Background: an optimization exercise with open tools, aiming at small area. Do not read the settings as production practice. Only simulation tests tie the RTL to the original design; equivalence was not proved.

==> flow/design.v (excerpt) <==
module flagteller(
        input uart,
        input clk_12,
        input rst,
        output uart2
);
==> module flagteller, before the edit <==
module flagteller(
        input uart,
        input clk_12,
        input rst,
        output uart2
);
localparam [63:0] P1  = 64'h030410c084000aa3;
localparam [63:0] P2  = 64'h0000000000000283;
localparam [63:0] Y1P = 64'h07a5506c93a7b887;    
localparam [63:0] Y2P = 64'he62ad50cd5f292a6;    
function [6:0] dec7(input [6:0] x);
        integer k;
        reg bw;
        begin
                bw = 1'b1;
                for (k = 0; k < 7; k = k + 1) begin
                        dec7[k] = x[k] ^ bw;
                        bw = bw & ~x[k];
                end
        end
endfunction
function [3:0] inc4(input [3:0] x);
        integer k;
        reg c;
        begin
                c = 1'b1;
                for (k = 0; k < 4; k = k + 1) begin
                        inc4[k] = x[k] ^ c;
                        c = c & x[k];
                end
        end
endfunction
reg [3:0] rp;
reg [6:0] dc;             
localparam [6:0] DC0 = 7'h01, DC52 = 7'h6b, DC103 = 7'h79;
wire dc0 = (dc == DC0);
wire dc52 = (dc == DC52);
wire [2:0] bp = rp[2:0];
always @(posedge clk_12) begin
        if (rst) begin
                rp <= 4'd0;
        end else if (rp == 4'd0) begin
                if (!uart) rp <= 4'd1;
        end else if (dc0) begin
                if (rp == 4'd1) rp <= 4'd8;
                else if (rp == 4'd15) rp <= 4'd2;
                else if (rp == 4'd2) rp <= 4'd0;
                else rp <= inc4(rp);
        end
end
wire dc_load = (rp == 4'd0) ? !uart : (dc0 && rp != 4'd2);
always @(posedge clk_12) begin
        if (dc_load) dc <= DC103;
        else if (!dc0) dc <= {dc[5:0], dc[6] ^ dc[5]};
end
wire sample = rp[3] && dc52;
wire strobe = (rp == 4'd2) && dc52;
localparam S_IDLE = 2'd0, S_A = 2'd1, S_B = 2'd2, S_TX = 2'd3;
reg [1:0] st;
reg [3:0] cc;             
reg locked;
reg [63:0] R;
reg [6:0] na;
reg match;
localparam [6:0] BT0 = 7'h01, BT103 = 7'h5c, BT104 = 7'h39,
                 BT105 = 7'h73, BT107 = 7'h4c;
reg [6:0] bt;
reg [3:0] ts;             
localparam [5:0] BI0 = 6'h00, BI15 = 6'h0d, BI63 = 6'h01;
reg [5:0] bi;
wire first = (cc == 4'd0) && (bp == 3'd0);
wire hiph = cc[3];
wire last_lo = (cc == 4'd7) && (bp == 3'd7);
wire b = uart ^ (bp[0] && bp != 3'd7);    
wire rz = (R == 64'd0);
wire bt0 = (bt == BT0);
wire [63:0] pol = hiph ? P2 : P1;
wire [63:0] yp = hiph ? Y2P : Y1P;
wire [63:0] hstep = {R[0], R[63:1] ^ (pol[63:1] & {63{R[0]}})} ^ (yp & {64{b}});
wire clr = (rp == 4'd1) && (cc[2:0] == 3'd0) && (st != S_A);
wire shift = (st == S_B) || clr;
always @(posedge clk_12) begin
        if (sample) R <= hstep;
        else if (shift) R <= {1'b0, R[63:1]};
end
always @(posedge clk_12) begin
        if (sample) begin
                if (!hiph) na <= b ? 7'd63 : (first ? 7'd62 : dec7(na));
                else if (b && (na[6] || na == 7'd0)) na <= 7'd127;
                else na <= dec7(na);
        end else if (st == S_A) begin
                na <= dec7(na);
        end
end
reg mflag;
wire pwbit;              
flagteller_pw pwt(.x0(cc[3]), .x1(cc[2]), .x2(cc[1]), .x3(cc[0]), .x4(bp[2]), .x5(bp[1]),
        .x6(bp[0]), .z0(pwbit));
wire pwok = (uart == pwbit);
always @(posedge clk_12) begin
        if (sample) mflag <= pwok & (mflag | first);
end
always @(posedge clk_12) begin
        if (st == S_IDLE && locked) match <= mflag;
end
wire last_byte = (bi == BI0);
always @(posedge clk_12) begin
        if (rst) begin
                st <= S_IDLE;
                cc <= 4'd0;
                locked <= 1'b0;
                ts <= 4'd0;
        end else begin
                if (strobe && !locked) begin
                        cc <= inc4(cc);
                        if (cc == 4'd15) locked <= 1'b1;
                end else if (st == S_TX && ts == 4'd0 && bt == BT103 && last_byte) begin
                        locked <= 1'b0;
                end
                case (st)
                S_IDLE: if (locked) st <= S_A;
                S_A:    if (na == 7'd61) st <= S_B;
                S_B:    if (rz && bt0) st <= S_TX;
                S_TX:   if (bt0) begin
                                case (ts)
                                4'd0: ts <= 4'd1;
                                4'd1: ts <= 4'd8;
                                4'd15: if (last_byte) begin
                                                st <= S_IDLE;
                                                ts <= 4'd0;
                                        end else ts <= 4'd2;
                                4'd2: ts <= 4'd0;
                                default: ts <= ts + 4'd1;
                                endcase
                        end
                endcase
        end
end
wire [6:0] bt_fwd = {bt[5:0], bt[6] ^ bt[5]};
wire [6:0] bt_back = {bt[0] ^ bt[6], bt[6:1]};
always @(posedge clk_12) begin
        if (sample && last_lo) begin
                bt <= BT0;
        end else if (clr && hiph) begin
                if (!rz) bt <= bt_fwd;
        end else if (st == S_B) begin
                if (!bt0) bt <= bt_back;
                else if (rz) begin
                        bt <= BT107;
                        bi <= match ? BI63 : BI15;
                end
        end else if (st == S_TX) begin
                if (!bt0) bt <= bt_back;
                else begin
                        bt <= (ts == 4'd15 || ts == 4'd2) ? BT105 : BT104;
                        if (ts == 4'd2) bi <= {bi[4:0], bi[5] ^ bi[4] ^ (bi[4:0] == 5'd0)};
                end
        end
end
wire msgbit;
flagteller_msg msg(.x0(match), .x1(bi[5]), .x2(bi[4]), .x3(bi[3]), .x4(bi[2]), .x5(bi[1]),
        .x6(bi[0]), .x7(ts[2]), .x8(ts[1]), .x9(ts[0]), .z0(msgbit));
reg txd;
always @(posedge clk_12) txd <= rst | ((ts == 4'd1) ? 1'b0 : (ts[3] ? msgbit : 1'b1));
assign uart2 = txd;
endmodule
clock: 5.0 ns
lec_check: 0
cap_margin: 20
core_margin: 2
core_utilization: 60
cts_buf_list: sky130_fd_sc_hd__clkbuf_8
cts_cluster_diameter: 60
cts_cluster_size: 20
place_density: 0.7
slew_margin: 20
standard.sh (not shown) runs the stock make flow with config.mk's settings and CLKGATE_MAP_FILE= SYNTH_SCRIPT=/design/flow/synth_recipe.tcl, a recipe that flattens the netlist after the stock synthesis.
==> flow/flow/run.sh <==
#!/bin/bash
# Standard layout, except that clock tree synthesis inserts no dummy loads.
set -euo pipefail
export CTS_ARGS="-sink_clustering_enable -repair_clock_nets -dont_use_dummy_load -sink_clustering_size 20 -sink_clustering_max_diameter 60 -buf_list sky130_fd_sc_hd__clkbuf_8"
bash standard.sh > standard.log 2>&1
The first run ran to the end with no violations.
Next try:
--- a/flow/design.v
+++ b/flow/design.v
@@ -28,12 +28,22 @@
                 for (k = 0; k < 4; k = k + 1) begin
                         inc4[k] = x[k] ^ c;
                         c = c & x[k];
                 end
         end
 endfunction
+function gt6(input [5:0] a, input [5:0] b);
+        integer k;
+        reg g;
+        begin
+                g = 1'b0;
+                for (k = 0; k < 6; k = k + 1)
+                        g = (a[k] & ~b[k]) | (~(a[k] ^ b[k]) & g);
+                gt6 = g;
+        end
+endfunction
 reg [3:0] rp;
 reg [6:0] dc;             
 localparam [6:0] DC0 = 7'h01, DC52 = 7'h6b, DC103 = 7'h79;
 wire dc0 = (dc == DC0);
 wire dc52 = (dc == DC52);
 wire [2:0] bp = rp[2:0];
@@ -48,50 +58,51 @@
                 else if (rp == 4'd2) rp <= 4'd0;
                 else rp <= inc4(rp);
         end
 end
 wire dc_load = (rp == 4'd0) ? !uart : (dc0 && rp != 4'd2);
 always @(posedge clk_12) begin
-        if (dc_load) dc <= DC103;
+        if (rst) dc <= DC0;
+        else if (dc_load) dc <= DC103;
         else if (!dc0) dc <= {dc[5:0], dc[6] ^ dc[5]};
 end
 wire sample = rp[3] && dc52;
 wire strobe = (rp == 4'd2) && dc52;
-localparam S_IDLE = 2'd0, S_A = 2'd1, S_B = 2'd2, S_TX = 2'd3;
-reg [1:0] st;
+localparam S_IDLE = 3'd0, S_MEAS = 3'd1, S_A = 3'd2, S_B = 3'd3, S_TX = 3'd4;
+reg [2:0] st;
 reg [3:0] cc;             
 reg locked;
 reg [63:0] R;
 reg [6:0] na;
 reg match;
 localparam [6:0] BT0 = 7'h01, BT103 = 7'h5c, BT104 = 7'h39,
                  BT105 = 7'h73, BT107 = 7'h4c;
 reg [6:0] bt;
 reg [3:0] ts;             
 localparam [5:0] BI0 = 6'h00, BI15 = 6'h0d, BI63 = 6'h01;
 reg [5:0] bi;
+wire [5:0] j = {cc[2:0], bp};
 wire first = (cc == 4'd0) && (bp == 3'd0);
 wire hiph = cc[3];
 wire last_lo = (cc == 4'd7) && (bp == 3'd7);
 wire b = uart ^ (bp[0] && bp != 3'd7);    
 wire rz = (R == 64'd0);
 wire bt0 = (bt == BT0);
 wire [63:0] pol = hiph ? P2 : P1;
 wire [63:0] yp = hiph ? Y2P : Y1P;
 wire [63:0] hstep = {R[0], R[63:1] ^ (pol[63:1] & {63{R[0]}})} ^ (yp & {64{b}});
 wire clr = (rp == 4'd1) && (cc[2:0] == 3'd0) && (st != S_A);
-wire shift = (st == S_B) || clr;
+wire shift = (st == S_MEAS) || (st == S_B) || clr;
 always @(posedge clk_12) begin
         if (sample) R <= hstep;
         else if (shift) R <= {1'b0, R[63:1]};
 end
 always @(posedge clk_12) begin
         if (sample) begin
-                if (!hiph) na <= b ? 7'd63 : (first ? 7'd62 : dec7(na));
-                else if (b && (na[6] || na == 7'd0)) na <= 7'd127;
-                else na <= dec7(na);
+                if (first) na <= b ? 7'd0 : 7'd127;
+                else if (b && (!hiph || na[6] || gt6(j, na[5:0]))) na <= {1'b0, j};
         end else if (st == S_A) begin
                 na <= dec7(na);
         end
 end
 reg mflag;
 wire pwbit;              
@@ -116,14 +127,18 @@
                         cc <= inc4(cc);
                         if (cc == 4'd15) locked <= 1'b1;
                 end else if (st == S_TX && ts == 4'd0 && bt == BT103 && last_byte) begin
                         locked <= 1'b0;
                 end
                 case (st)
-                S_IDLE: if (locked) st <= S_A;
-                S_A:    if (na == 7'd61) st <= S_B;
+                S_IDLE: begin
+                        if (sample && last_lo) st <= S_MEAS;
+                        else if (locked) st <= S_A;
+                end
+                S_MEAS: if (rz) st <= S_IDLE;
+                S_A:    if (na == 7'd125) st <= S_B;
                 S_B:    if (rz && bt0) st <= S_TX;
                 S_TX:   if (bt0) begin
                                 case (ts)
                                 4'd0: ts <= 4'd1;
                                 4'd1: ts <= 4'd8;
                                 4'd15: if (last_byte) begin
@@ -131,21 +146,22 @@
                                                 ts <= 4'd0;
                                         end else ts <= 4'd2;
                                 4'd2: ts <= 4'd0;
                                 default: ts <= ts + 4'd1;
                                 endcase
                         end
+                default: st <= S_IDLE;
                 endcase
         end
 end
 wire [6:0] bt_fwd = {bt[5:0], bt[6] ^ bt[5]};
 wire [6:0] bt_back = {bt[0] ^ bt[6], bt[6:1]};
 always @(posedge clk_12) begin
         if (sample && last_lo) begin
                 bt <= BT0;
-        end else if (clr && hiph) begin
+        end else if (st == S_MEAS) begin
                 if (!rz) bt <= bt_fwd;
         end else if (st == S_B) begin
                 if (!bt0) bt <= bt_back;
                 else if (rz) begin
                         bt <= BT107;
                         bi <= match ? BI63 : BI15;
Hold slack gets better by 0.014 ns.
Routed wire length goes up by about 10%.
Setup slack gets better by 0.22 ns.
Utilization climbs by 1.6 points.
Area after synthesis increases by about 1.7%.

## separate check: timing with driven ports
Ports are ideal in the flow. The routed layouts listed here were re-timed in OpenROAD. Step 1 assumes that a clkbuf_16 drives the clock port and a buf_2 every other input. Step 2 times the ports against the registers' clock, not the clock port: input delays grow and output delays shrink by t, the midpoint of the rising clock arrivals with the driver on. Three values: ideal ports, drivers, drivers and shift; two values: the first two.
run	shift t [ns]	slack for setup (ns)	worst hold slack (ns)	worst setup path at the end	worst data-port slew with drivers (ns)
the first run	0.404	1.618 / 1.618 / 1.566	0.455 / 0.455 / 0.455	input to register	0.03
the second run	0.412	1.841 / 1.841 / 1.840	0.469 / 0.469 / 0.469	input to register	0.03
After both steps setup and hold are still met in every run listed. The setup slack of the first run, which loses most, moves by 0.000 ns with the drivers and by -0.052 ns with both steps.
